Background: an optimization exercise with open tools, aiming at small area. Do not read the settings as production practice. Only simulation tests tie the RTL to the original design; equivalence was not proved. Power figures rest on the tool's default switching activity, not on a simulated workload.

== job 230 ==
Design uart_top, start of the top module:
module uart_top (
    input wire         clk_i,
    input wire         reset_i,
    input wire         rx_data_i,
    output wire        tx_data_o,
    input wire         psel_i,
    input wire         penable_i,
    input wire         pwrite_i,
    input wire  [4:0]  paddr_i,
    input wire  [31:0] pwdata_i,
    output reg  [31:0] prdata_o,
    output wire        pready_o,
    output wire        pslverr_o
);
    wire acc    = psel_i & penable_i;
    wire wr     = acc & pwrite_i;
    wire rd     = acc & ~pwrite_i;
    wire a_cfg  = (paddr_i == 5'h00);
    wire a_txd  = (paddr_i == 5'h08);
    wire a_rxd  = (paddr_i == 5'h0C);
    wire a_baud = (paddr_i == 5'h10);
    assign pready_o  = 1'b1;
    assign pslverr_o = psel_i & paddr_i[4] & (|paddr_i[3:0]);
    reg        tx_en, tx_clr, rx_en, rx_clr;
    reg [7:0]  tx_data_r;
    reg [15:0] baud_div;
    always @(posedge clk_i) begin
        if (reset_i) begin
            tx_en     <= 1'b0;
            tx_clr    <= 1'b0;
            rx_en     <= 1'b0;
            rx_clr    <= 1'b0;
            tx_data_r <= 8'h00;
            baud_div  <= 16'h0029;
        end else begin
            if (wr & a_cfg) begin
                tx_en  <= pwdata_i[0];
                tx_clr <= pwdata_i[1];
                rx_en  <= pwdata_i[2];
                rx_clr <= pwdata_i[3];
            end
            if (wr & a_txd)  tx_data_r <= pwdata_i[7:0];
            if (wr & a_baud) baud_div  <= pwdata_i[15:0];
        end
    end
    wire       tick;
    wire       tx_busy, tx_ovrn, rx_busy, rx_ovrn;
    wire [4:0] tx_lvl, rx_lvl;
    wire [7:0] rx_head;
    wire       rx_valid = (rx_lvl != 5'd0);
    uart_baud u_baud (
        .clk_i(clk_i), .reset_i(reset_i),
        .en_i(tx_en | rx_en), .div_i(baud_div),
        .wr_i(wr & a_baud), .wdata_i(pwdata_i[15:0]),
        .tick_o(tick)
    );
    uart_txp u_tx (
  ...
Size in the first run: ~370 flip-flops, ~78 I/O pins, ~0.012 mm² of cells after synthesis.
==> flow/config.mk <==
export PLATFORM = sky130hd
export DESIGN_NAME = uart_top
export DESIGN_NICKNAME = uart_top
export VERILOG_FILES = /design/flow/design.v
export SDC_FILE = /design/flow/constraint.sdc
export NUM_CORES = 4
export LEC_CHECK = 0
export ABC_AREA = 1
export CAP_MARGIN = 20
export CORE_MARGIN = 2
export CORE_UTILIZATION = 72
export SLEW_MARGIN = 20
==> flow/constraint.sdc <==
create_clock -name core_clock -period 5.0 [get_ports {clk_i}]
set_input_delay 1.0000 -clock core_clock [delete_from_list [all_inputs] [get_ports {clk_i}]]
set_output_delay 1.0000 -clock core_clock [all_outputs]
set_load 0.01 [all_outputs]
standard.sh (not shown) runs the stock make flow with config.mk's settings and CLKGATE_MAP_FILE= SYNTH_SCRIPT=/design/flow/synth_recipe.tcl, a recipe that flattens the netlist after the stock synthesis.
==> flow/flow/run.sh <==
#!/bin/bash
# The standard layout (standard.sh), with our own choices for:
#  - ABC's area script (area mapping, then ABC's own timing repair):
#    synthesis is the standard flow's, with the same registers;
#    only the mapping of the logic between them differs
#  - the cell that buffers each port (buf_1)
#  - clock tree synthesis options (no dummy loads, clkbuf_16 clusters,
#    clkbuf_8 root)
# Each tool's full output goes to the ORFS logs under orfs/logs/, and
# make's output to flow_make.log.
set -euo pipefail
rm -rf scripts_local
cp -r "$FLOW_HOME/scripts" scripts_local
cp flow/abc_area.script scripts_local/abc_area.script
export SCRIPTS_DIR="$PWD/scripts_local"
export BUFFER_PORTS_ARGS="-buffer_cell sky130_fd_sc_hd__buf_1"
export CTS_ARGS='-sink_clustering_enable -repair_clock_nets -dont_use_dummy_load -buf_list sky130_fd_sc_hd__clkbuf_16 -sink_clustering_size 30 -sink_clustering_max_diameter 100 -sink_clustering_buffer sky130_fd_sc_hd__clkbuf_16 -root_buf sky130_fd_sc_hd__clkbuf_8'
bash standard.sh > flow_make.log 2>&1
==> flow/flow/abc_area.script <==
strash
dc2
dch -f
amap
topo
stime -c
buffer -c
upsize -c
dnsize -c
In summary, job 230 completed successfully, with a layout that passed the timing, design-rule and antenna checks.
diff inputs: job 230 => job 9194
Settings: CORE_UTILIZATION now 60, was 72.
==> flow/flow/abc_area.script <==
strash
dc2
dch -f
amap
topo
stime -c
upsize -c
dnsize -c
Findings:
Job 9194 against job 230: worst slack on hold paths rose by 0.0071 ns, minimum clock period after layout fell by 0.027 ns, number of cell rows rose by 8.3%, iteration count of the initial detailed-routing pass fell by 1.
The run showing the smaller fraction of area in registers is job 9194.
Against job 230, job 9194 reports a placed instance area that is higher.
Job 9194 ended up with a lower synthesized cell area than job 230 did.
#### Input delta (job 4573 over job 9194)
==> flow/flow/abc_area.script <==
strash
dc2
dch -f
amap
topo
stime -c
buffer -c
upsize -c
dnsize -c
Notes after the runs:
- Of the two values seen for uppermost metal layer occupied by signal nets, met4 was produced by job 9194 and met5 by job 4573.
- Job 4573 vs. job 9194: fraction of the cycle the final worst path needs +2.0 points, share of final-layout standard cells stronger than drive strength 1 -0.71 points.
- [compare] base=job 9194 new=job 4573: total power was more or less identical, first-pass GRT wire length went up by about 1.7%.
- Job 4573 against job 9194: combinational power did not really move; headroom to the max-slew limit down 2.9 points.

job 101:
uart_top, a different RTL version from the one above (not shown whole).
Size: about 1500 cells after synthesis, roughly 78 I/O pins, roughly 0.015 mm² of cells after synthesis.
==> flow/design.v (excerpt) <==
module uart_top (
    input wire         clk_i,
    input wire         reset_i,
    input wire         rx_data_i,
    output wire        tx_data_o,
    input wire         psel_i,
    input wire         penable_i,
    input wire         pwrite_i,
    input wire  [4:0]  paddr_i,
    input wire  [31:0] pwdata_i,
    output reg  [31:0] prdata_o,
    output wire        pready_o,
    output wire        pslverr_o
);
    wire acc    = psel_i & penable_i;
    wire wr     = acc & pwrite_i;
    wire rd     = acc & ~pwrite_i;
    wire a_cfg  = (paddr_i == 5'h00);
    wire a_txd  = (paddr_i == 5'h08);
    wire a_rxd  = (paddr_i == 5'h0C);
    wire a_baud = (paddr_i == 5'h10);
    assign pready_o  = 1'b1;
    assign pslverr_o = psel_i & paddr_i[4] & (|paddr_i[3:0]);
    reg        tx_en, tx_clr, rx_en, rx_clr;
    reg [7:0]  tx_data_r;
    reg [15:0] baud_div;
    always @(posedge clk_i) begin
  ...
==> flow/config.mk <==
export PLATFORM = sky130hd
export DESIGN_NAME = uart_top
export DESIGN_NICKNAME = uart_top
export VERILOG_FILES = /design/flow/design.v
export SDC_FILE = /design/flow/constraint.sdc
export NUM_CORES = 4
export LEC_CHECK = 0
export ABC_AREA = 1
export CAP_MARGIN = 20
export CORE_MARGIN = 2
export CORE_UTILIZATION = 70
export SLEW_MARGIN = 20
==> flow/constraint.sdc <==
create_clock -name core_clock -period 5.0 [get_ports {clk_i}]
set_input_delay 1.0000 -clock core_clock [delete_from_list [all_inputs] [get_ports {clk_i}]]
set_output_delay 1.0000 -clock core_clock [all_outputs]
set_load 0.01 [all_outputs]
==> flow/flow/run.sh <==
#!/bin/bash
set -euo pipefail
export BUFFER_PORTS_ARGS="-buffer_cell sky130_fd_sc_hd__buf_1"
export CTS_ARGS="-sink_clustering_enable -repair_clock_nets -dont_use_dummy_load -buf_list sky130_fd_sc_hd__clkbuf_8 -sink_clustering_size 20 -sink_clustering_max_diameter 50"
bash standard.sh > flow_make.log 2>&1
The following lists how job 102 was set up differently from job 101:
Settings: swapping 70 for 60 in CORE_UTILIZATION.
==> flow/flow/run.sh <==
#!/bin/bash
set -euo pipefail
export BUFFER_PORTS_ARGS="-buffer_cell sky130_fd_sc_hd__buf_1"
export CTS_ARGS="-sink_clustering_enable -repair_clock_nets -dont_use_dummy_load -buf_list sky130_fd_sc_hd__clkbuf_8 -sink_clustering_size 16 -sink_clustering_max_diameter 50"
bash standard.sh > flow_make.log 2>&1
[summary]
The final cell count in job 102 sits about 3% above the value recorded for job 101.
Comparing job 101 and job 102, highest fanout seen on the critical path is lower on job 101.
Job 101 vs job 102, beginning of the critical path: u_rx.lvl_o[1]$_SDFFE_PP0P_ vs u_rx.lvl_o[0]$_SDFFE_PP0P_
Summary of job 102 over job 101: number of fill cells in the layout now larger; half-perimeter wire length after placement now smaller; register-to-register slack now smaller; clock group share of total power now larger.
Vias: job 102 fewer than job 101
Diff job 102..job 101 | layout sequential cell count | negligible
Job 101 and job 102 ended up with nearly the same post-layout total power.
What job 103 does differently from job 102 at the input level:
==> flow/flow/run.sh <==
#!/bin/bash
set -euo pipefail
export BUFFER_PORTS_ARGS="-buffer_cell sky130_fd_sc_hd__buf_1"
export CTS_ARGS="-sink_clustering_enable -repair_clock_nets -dont_use_dummy_load -buf_list sky130_fd_sc_hd__clkbuf_16 -sink_clustering_size 40 -sink_clustering_max_diameter 50"
bash standard.sh > flow_make.log 2>&1
## What came out
- Diff job 102 -> job 103: number of filler instances in the final layout dropped 50; actual slew at the worst max-slew pin now sits lower; parity-gate share of the synthesized area counting xor and xnor cells held steady; worst setup slack picked up an extra 0.075 ns.
- Looking at data arrival time of the critical path, job 103 sits below job 102.
- Final core area utilization came out higher on job 103 than on job 102.
- Reported net switching power ends up higher on job 103.
- Relative to job 102, via count has increased by 0.59% in job 103.
Changes in job 104 relative to job 103:
==> flow/flow/run.sh <==
#!/bin/bash
set -euo pipefail
export BUFFER_PORTS_ARGS="-buffer_cell sky130_fd_sc_hd__buf_1"
export CTS_ARGS='-sink_clustering_enable -repair_clock_nets -dont_use_dummy_load -buf_list {sky130_fd_sc_hd__clkbuf_4 sky130_fd_sc_hd__clkbuf_8}'
bash standard.sh > flow_make.log 2>&1
==> comparison <==
Looking at job 104 and job 103, the global-route usage over all layers is a wash. The run showing the smaller register share of the cell area is job 103. Length of the first detailed-routing pass in iterations: job 103 vs job 104 — no meaningful difference. Fraction of layout instances using a drive strength above 1 in job 104 is 1.4 points higher than in job 103.

## afterwards: timing with drivers on the ports
How much do the figures lean on ideal ports? The routed layouts below were timed once more, with nothing changed but the port constraints. Step 1, drivers: a clkbuf_16 drives clk_i and a buf_2 each remaining input, both assumed. Step 2 adds t to the input delays and takes it off the output delays; t is the mean of the earliest and latest rising clock arrival at the registers after step 1. Input paths then give back, and output paths get back, about the clock's delay inside the block. Slacks: no drivers / after step 1 / after step 2; pairs: no drivers / after step 1.
run | shift t [ns] | setup slack, ns | worst setup path at the end
job 230 | 0.579 | 0.466 / 0.422 / 0.964 | input to output
job 9194 | 0.605 | 0.492 / 0.448 / 1.054 | register to output
job 4573 | 0.570 | 0.393 / 0.351 / 0.921 | register to output
job 101 | 0.578 | 1.335 / 1.288 / 1.412 | input to register
job 102 | 0.567 | 1.100 / 1.054 / 1.253 | input to output
job 103 | 0.543 | 1.175 / 1.124 / 1.252 | input to output
job 104 | 0.607 | 1.083 / 1.035 / 1.271 | input to output
After both steps every run listed still meets setup and hold.
